Context: an optimization exercise on an open-source flow, tuned for small area. The choices shown serve that exercise and are no tape-out recipe. Only simulation tests tie the RTL to the original design; equivalence was not proved. No driver is modelled on the clock port, so clock power and skew are understated where the tree is cut down; a real chip needs a root buffer or a tree. Power is estimated from default activity; no workload was simulated.

==> inputs of 12-17 <==
==> flow/design.v <==
module design3(clk, rst, fill, consume, error, height);
input clk, rst, fill, consume;
output error;
output [7:0] height;
reg [6:0] s;
wire [6:0] ns;
wire new_n26, new_n27, new_n28, new_n29, new_n30, new_n31, new_n32, new_n34, new_n35, new_n36, new_n37, new_n38, new_n39, new_n40, new_n41, new_n42, new_n43, new_n44, new_n45, new_n46, new_n47, new_n49, new_n50, new_n51, new_n52, new_n53, new_n55, new_n56, new_n57, new_n59, new_n60, new_n61, new_n62, new_n63, new_n65, new_n66, new_n68, new_n69, new_n70, new_n73, new_n74, new_n75, new_n76, new_n77, new_n78, new_n80, new_n82, new_n85, new_n87;
  g_nand2 u0 (.A(s[3]), .B(s[4]), .Y(new_n26));
  g_clkinv u1 (.A(s[0]), .Y(new_n27));
  g_clkinv u2 (.A(s[1]), .Y(new_n28));
  g_clkinv u3 (.A(s[2]), .Y(new_n29));
  g_o21ai u4 (.A1(new_n27), .A2(new_n28), .B1(new_n29), .Y(new_n30));
  g_clkinv u5 (.A(new_n30), .Y(new_n31));
  g_clkinv u6 (.A(s[5]), .Y(new_n32));
  g_o21ai u7 (.A1(new_n26), .A2(new_n31), .B1(new_n32), .Y(height[6]));
  g_clkinv u8 (.A(s[6]), .Y(new_n34));
  g_o21bai u9 (.A1(s[3]), .A2(s[4]), .B1_N(height[6]), .Y(new_n35));
  g_nor2 u10 (.A(new_n30), .B(new_n35), .Y(new_n36));
  g_nand2 u11 (.A(s[1]), .B(new_n36), .Y(new_n37));
  g_clkinv u12 (.A(s[3]), .Y(new_n38));
  g_nor2 u13 (.A(new_n38), .B(new_n31), .Y(new_n39));
  g_nor3 u14 (.A(s[4]), .B(height[6]), .C(new_n39), .Y(new_n40));
  g_nor2 u15 (.A(s[0]), .B(s[1]), .Y(new_n41));
  g_a2111oi u16 (.A1(new_n34), .A2(new_n41), .B1(new_n32), .C1(new_n29), .D1(new_n26), .Y(new_n42));
  g_a21oi u17 (.A1(new_n37), .A2(new_n40), .B1(new_n42), .Y(new_n43));
  g_o41a u18 (.A1(s[4]), .A2(height[6]), .A3(s[2]), .A4(new_n34), .B1(new_n43), .X(new_n44));
  g_a21oi u19 (.A1(consume), .A2(new_n44), .B1(new_n42), .Y(new_n45));
  g_nor2 u20 (.A(s[0]), .B(new_n45), .Y(new_n46));
  g_a21oi u21 (.A1(s[0]), .A2(new_n45), .B1(new_n46), .Y(new_n47));
  g_nor2 u22 (.A(rst), .B(new_n47), .Y(ns[0]));
  g_nand2 u23 (.A(fill), .B(new_n44), .Y(new_n49));
  g_o21ai u24 (.A1(new_n39), .A2(new_n44), .B1(new_n49), .Y(new_n50));
  g_nor2 u25 (.A(s[1]), .B(new_n50), .Y(new_n51));
  g_a21oi u26 (.A1(s[1]), .A2(new_n50), .B1(new_n51), .Y(new_n52));
  g_nor2 u27 (.A(new_n46), .B(new_n52), .Y(new_n53));
  g_a211oi u28 (.A1(new_n46), .A2(new_n52), .B1(rst), .C1(new_n53), .Y(ns[1]));
  g_nor2 u29 (.A(s[2]), .B(new_n53), .Y(new_n55));
  g_a21oi u30 (.A1(s[2]), .A2(new_n53), .B1(new_n55), .Y(new_n56));
  g_nor2 u31 (.A(new_n51), .B(new_n56), .Y(new_n57));
  g_a211oi u32 (.A1(new_n51), .A2(new_n56), .B1(rst), .C1(new_n57), .Y(ns[2]));
  g_clkinv u33 (.A(ns[2]), .Y(new_n59));
  g_nor3 u34 (.A(s[2]), .B(new_n53), .C(new_n59), .Y(new_n60));
  g_a31oi u35 (.A1(s[2]), .A2(new_n53), .A3(new_n59), .B1(new_n60), .Y(new_n61));
  g_a21oi u36 (.A1(s[3]), .A2(new_n61), .B1(new_n60), .Y(new_n62));
  g_nor2 u37 (.A(new_n38), .B(new_n61), .Y(new_n63));
  g_a211oi u38 (.A1(new_n61), .A2(new_n62), .B1(rst), .C1(new_n63), .Y(ns[3]));
  g_o21ai u39 (.A1(s[3]), .A2(s[4]), .B1(new_n26), .Y(new_n65));
  g_nor2 u40 (.A(new_n65), .B(new_n62), .Y(new_n66));
  g_a211oi u41 (.A1(new_n65), .A2(new_n62), .B1(rst), .C1(new_n66), .Y(ns[4]));
  g_o21ai u42 (.A1(s[3]), .A2(s[4]), .B1(s[5]), .Y(new_n68));
  g_clkinv u43 (.A(new_n26), .Y(new_n69));
  g_a31oi u44 (.A1(s[2]), .A2(new_n69), .A3(s[1]), .B1(s[5]), .Y(new_n70));
  g_a211oi u45 (.A1(new_n68), .A2(ns[4]), .B1(rst), .C1(new_n70), .Y(ns[5]));
  g_nor2 u46 (.A(new_n43), .B(new_n46), .Y(error));
  g_clkinv u47 (.A(error), .Y(new_n73));
  g_o21ai u48 (.A1(new_n57), .A2(new_n73), .B1(new_n70), .Y(new_n74));
  g_o21ai u49 (.A1(new_n27), .A2(new_n28), .B1(new_n73), .Y(new_n75));
  g_nor2 u50 (.A(new_n41), .B(new_n75), .Y(new_n76));
  g_nor2 u51 (.A(new_n74), .B(new_n76), .Y(new_n77));
  g_nor2 u52 (.A(s[1]), .B(new_n77), .Y(new_n78));
  g_a21oi u53 (.A1(s[6]), .A2(new_n78), .B1(new_n44), .Y(ns[6]));
  g_o21ai u54 (.A1(new_n41), .A2(new_n73), .B1(new_n70), .Y(new_n80));
  g_nor2b u55 (.A(new_n27), .B_N(new_n80), .Y(height[0]));
  g_nor2b u56 (.A(new_n80), .B_N(new_n75), .Y(new_n82));
  g_nor3 u57 (.A(new_n42), .B(new_n78), .C(new_n82), .Y(height[1]));
  g_a21oi u58 (.A1(new_n29), .A2(s[5]), .B1(new_n77), .Y(height[2]));
  g_a21oi u59 (.A1(s[2]), .A2(new_n82), .B1(new_n36), .Y(new_n85));
  g_o21ai u60 (.A1(s[3]), .A2(new_n70), .B1(new_n85), .Y(height[3]));
  g_nor2 u61 (.A(new_n69), .B(new_n30), .Y(new_n87));
  g_o22ai u62 (.A1(new_n32), .A2(new_n26), .B1(new_n35), .B2(new_n40), .Y(height[5]));
  g_o32ai u63 (.A1(new_n39), .A2(new_n87), .A3(new_n74), .B1(new_n65), .B2(height[5]), .Y(height[4]));
assign height[7] = 1'b0;
always @(posedge clk) s <= ns;
endmodule
module g_a2111oi(A1, A2, B1, C1, D1, Y);
  input A1, A2, B1, C1, D1;
  output Y;
  assign Y = (~(A1)&~(B1)&~(C1)&~(D1)) | (~(A2)&~(B1)&~(C1)&~(D1));
endmodule
module g_a211oi(A1, A2, B1, C1, Y);
  input A1, A2, B1, C1;
  output Y;
  assign Y = (~(A1)&~(B1)&~(C1)) | (~(A2)&~(B1)&~(C1));
endmodule
module g_a21oi(A1, A2, B1, Y);
  input A1, A2, B1;
  output Y;
  assign Y = (~(A1)&~(B1)) | (~(A2)&~(B1));
endmodule
module g_a31oi(A1, A2, A3, B1, Y);
  input A1, A2, A3, B1;
  output Y;
  assign Y = (~(A1)&~(B1)) | (~(A2)&~(B1)) | (~(A3)&~(B1));
endmodule
module g_clkinv(A, Y);
  input A;
  output Y;
  assign Y = (~(A));
endmodule
module g_nand2(A, B, Y);
  input A, B;
  output Y;
  assign Y = (~(A)) | (~(B));
endmodule
module g_nor2(A, B, Y);
  input A, B;
  output Y;
  assign Y = (~(A)&~(B));
endmodule
module g_nor2b(A, B_N, Y);
  input A, B_N;
  output Y;
  assign Y = (~(A)&(B_N));
endmodule
module g_nor3(A, B, C, Y);
  input A, B, C;
  output Y;
  assign Y = (~(A)&~(B)&~(C));
endmodule
module g_o21ai(A1, A2, B1, Y);
  input A1, A2, B1;
  output Y;
  assign Y = (~(A1)&~(A2)) | (~(B1));
endmodule
module g_o21bai(A1, A2, B1_N, Y);
  input A1, A2, B1_N;
  output Y;
  assign Y = (~(A1)&~(A2)) | ((B1_N));
endmodule
module g_o22ai(A1, A2, B1, B2, Y);
  input A1, A2, B1, B2;
  output Y;
  assign Y = (~(B1)&~(B2)) | (~(A1)&~(A2));
endmodule
module g_o32ai(A1, A2, A3, B1, B2, Y);
  input A1, A2, A3, B1, B2;
  output Y;
  assign Y = (~(A1)&~(A2)&~(A3)) | (~(B1)&~(B2));
endmodule
module g_o41a(A1, A2, A3, A4, B1, X);
  input A1, A2, A3, A4, B1;
  output X;
  assign X = ((A1)&(B1)) | ((A2)&(B1)) | ((A3)&(B1)) | ((A4)&(B1));
endmodule
==> flow/flow/run.sh <==
#!/bin/bash
# Own layout flow: the standard synthesis and layout steps, with
#  - port buffers of the smallest buffer cell (every port still gets one),
#  - combinational cells swapped to their smallest drive strength after the resizer,
#  - a clock tree of one buffer: after CTS the leaf buffers are removed and the
#    root buffer drives every register clock pin directly (no skew).
# Each tool's output goes to a log file in the work folder.
set -uo pipefail
W=$PWD
export BUFFER_PORTS_ARGS="-buffer_cell sky130_fd_sc_hd__buf_1"
export POST_RESIZE_TCL=$W/flow/downsize.tcl
export POST_CTS_TCL=$W/flow/oneclkbuf.tcl
export ONE_CLKBUF_CELL=sky130_fd_sc_hd__clkbuf_4
export CTS_ARGS="-sink_clustering_enable -repair_clock_nets -dont_use_dummy_load -sink_clustering_size 30 -buf_list sky130_fd_sc_hd__clkbuf_4 -root_buf sky130_fd_sc_hd__clkbuf_4"
bash standard.sh synth > $W/synth.log 2>&1 || { tail -50 $W/synth.log; exit 1; }
bash standard.sh > $W/layout.log 2>&1 || { tail -50 $W/layout.log; exit 1; }
==> flow/flow/downsize.tcl <==
# Swap each combinational cell to the smallest-area cell of the same family
# (same function and pins, e.g. a21oi_2 -> a21oi_1). Registers, clock cells,
# port buffers and tie cells are left as they are.
set lib_cells {}
foreach lc [get_lib_cells */*] { lappend lib_cells [get_name $lc] }
proc family { name } {
  if { [regexp {^(sky130_fd_sc_hd__[a-z0-9]+)_([0-9]+)$} $name -> base drive] } { return $base }
  return ""
}
array set best {}
foreach lc [get_lib_cells */*] {
  set n [get_name $lc]
  if { [regexp {lpflow|probe} $n] } { continue }
  set fam [family $n]
  if { $fam == "" } { continue }
  set a [get_property $lc area]
  if { ![info exists best($fam)] || $a < [lindex $best($fam) 1] } { set best($fam) [list $n $a] }
}
set count 0
foreach inst [[ord::get_db_block] getInsts] {
  set m [[$inst getMaster] getName]
  if { ![regexp {^sky130_fd_sc_hd__(a|o|nand|nor|inv|and|or|xor|xnor|mux|maj|clkinv)} $m] } { continue }
  if { [regexp {^sky130_fd_sc_hd__(dfx|dfr|clkbuf|buf|conb)} $m] } { continue }
  set fam [family $m]
  if { $fam == "" || ![info exists best($fam)] } { continue }
  set to [lindex $best($fam) 0]
  if { $to != $m } {
    replace_cell [$inst getName] $to
    incr count
  }
}
puts "downsize: swapped $count cells"
==> flow/flow/oneclkbuf.tcl <==
# After CTS: collapse the clock tree to a single buffer. The clock port drives one
# buffer whose output drives every register's clock pin directly (no skew).
set block [ord::get_db_block]
set clkport_net ""
foreach bt [$block getBTerms] {
  if { [$bt getName] == "clk" } { set clkport_net [$bt getNet] }
}
set root ""
foreach it [$clkport_net getITerms] {
  if { [$it isInputSignal] } { set root [$it getInst] }
}
set rootout ""
foreach it [$root getITerms] { if { [$it isOutputSignal] } { set rootout [$it getNet] } }
set leaves {}
foreach it [$rootout getITerms] {
  set inst [$it getInst]
  if { [$it isInputSignal] && [string match "*clkbuf*" [[$inst getMaster] getName]] } { lappend leaves $inst }
}
foreach leaf $leaves {
  set lout ""
  foreach it [$leaf getITerms] { if { [$it isOutputSignal] } { set lout [$it getNet] } }
  foreach it [$lout getITerms] {
    if { [$it isInputSignal] } {
      $it disconnect
      $it connect $rootout
    }
  }
  odb::dbInst_destroy $leaf
  odb::dbNet_destroy $lout
}
replace_cell [$root getName] $::env(ONE_CLKBUF_CELL)
puts "oneclkbuf: removed [llength $leaves] leaf buffers, root [$root getName] is $::env(ONE_CLKBUF_CELL)"
==> flow/standard.sh <==
#!/bin/bash
# synth_recipe.tcl (not shown) runs the flow's synth.tcl, then flattens the netlist and writes it again
# the make line also repeats each setting of config.mk as NAME=value (left out here)
make -C /OpenROAD-flow-scripts/flow DESIGN_CONFIG=/design/flow/config.mk WORK_HOME=/design/flow/orfs CLKGATE_MAP_FILE= SYNTH_SCRIPT=/design/flow/synth_recipe.tcl "${@:-finish}"
==> flow/config.mk <==
export PLATFORM = sky130hd
export DESIGN_NAME = design3
export DESIGN_NICKNAME = design3
export VERILOG_FILES = /design/flow/design.v
export SDC_FILE = /design/flow/constraint.sdc
export NUM_CORES = 4
export LEC_CHECK = 0
export CAP_MARGIN = 20
export CORE_AREA = 2.5 2.5 62.5 62.5
export DIE_AREA = 0 0 65 65
export SLEW_MARGIN = 20
export SYNTH_HIERARCHICAL = 1
export SYNTH_MINIMUM_KEEP_SIZE = 0
==> flow/constraint.sdc <==
create_clock -name core_clock -period 8.0 [get_ports {clk}]
set_input_delay 1.6000 -clock core_clock [delete_from_list [all_inputs] [get_ports {clk}]]
set_output_delay 1.6000 -clock core_clock [all_outputs]
set_load 0.01 [all_outputs]
==> 02-12 (differences from 12-17) <==
==> flow/run.sh (new file) <==
#!/bin/bash
# synth_recipe.tcl (not shown) runs the flow's synth.tcl, then flattens the netlist and writes it again
# the make line also repeats each setting of config.mk as NAME=value (left out here)
make -C /OpenROAD-flow-scripts/flow DESIGN_CONFIG=/design/flow/config.mk WORK_HOME=/design/flow/orfs CLKGATE_MAP_FILE= SYNTH_SCRIPT=/design/flow/synth_recipe.tcl finish
--- a/flow/config.mk
+++ b/flow/config.mk
@@ -8,4 +8,6 @@
 export CAP_MARGIN = 20
 export CORE_AREA = 2.5 2.5 62.5 62.5
+export CTS_BUF_LIST = sky130_fd_sc_hd__clkbuf_4
+export CTS_CLUSTER_SIZE = 30
 export DIE_AREA = 0 0 65 65
 export SLEW_MARGIN = 20
removed: flow/flow/run.sh
removed: flow/flow/downsize.tcl
removed: flow/flow/oneclkbuf.tcl
removed: flow/standard.sh
==> comparison table <==
Outcome: 12-17 no timing/DRC/antenna violations; 02-12 no timing/DRC/antenna violations
Total via count after detailed routing: 12-17 523; 02-12 574
Worst path arrival time: 12-17 4070 ps; 02-12 4450 ps
Combinational group share of total power: 12-17 0.710; 02-12 0.748
Via density: 12-17 4.023; 02-12 4.316
Total placed instance area: 12-17 561.8 sq um; 02-12 733.2 sq um
Total of clock buffers placed in the layout: 12-17 1; 02-12 4
Global-route wire length before repair: 12-17 1980 um; 02-12 2325 um
Slew @ Worst Pin: 12-17 830.3 ps; 02-12 602.0 ps
Length of routed wiring on met1: 12-17 619 um; 02-12 576 um
Post-detailed-routing wire length: 12-17 1277 um; 02-12 1380 um
Setup slack of the most critical reg-to-reg path: 12-17 3330 ps; 02-12 3430 ps
Buffering overhead: 12-17 0.07253; 02-12 0.1443
Total power: 12-17 0.0002791 W; 02-12 0.0004114 W
Clock net power: 12-17 0.0000152 W; 02-12 0.0000344 W
Final Non-Filler Cells: 12-17 130; 02-12 133
Share of total power consumed by net switching: 12-17 0.5570; 02-12 0.4877
Routability cong.: 12-17 0.8249; 02-12 0.8495
Relative slew slack: 12-17 0.4322; 02-12 0.5979
GRT Util Overall: 12-17 0.06642; 02-12 0.07226

## what the ideal ports hide
No port has a modelled driver above. Below, the same layouts with a new extraction and two added sets of constraints. Step 1, drivers: a clkbuf_16 drives clk and a buf_2 each remaining input, both assumed. Step 2 times the ports against the registers' clock, not the clock port: input delays grow and output delays shrink by t, the midpoint of the rising clock arrivals with the driver on. a / b / c = no drivers / after step 1 / after step 2; a / b = the first two.
run | t, ns | setup WS [ns] | worst setup path after step 2 | latest minus earliest clock arrival (ns) | slew at the worst register clock pin (ns)
12-17 | 0.166 | 2.330 / 2.309 / 2.475 | register to output | 0.001 / 0.000 | 0.08 / 0.08
02-12 | 0.264 | 1.948 / 1.929 / 2.096 | input to output | 0.003 / 0.004 | 0.05 / 0.05
After both steps setup and hold are still met in every run listed.
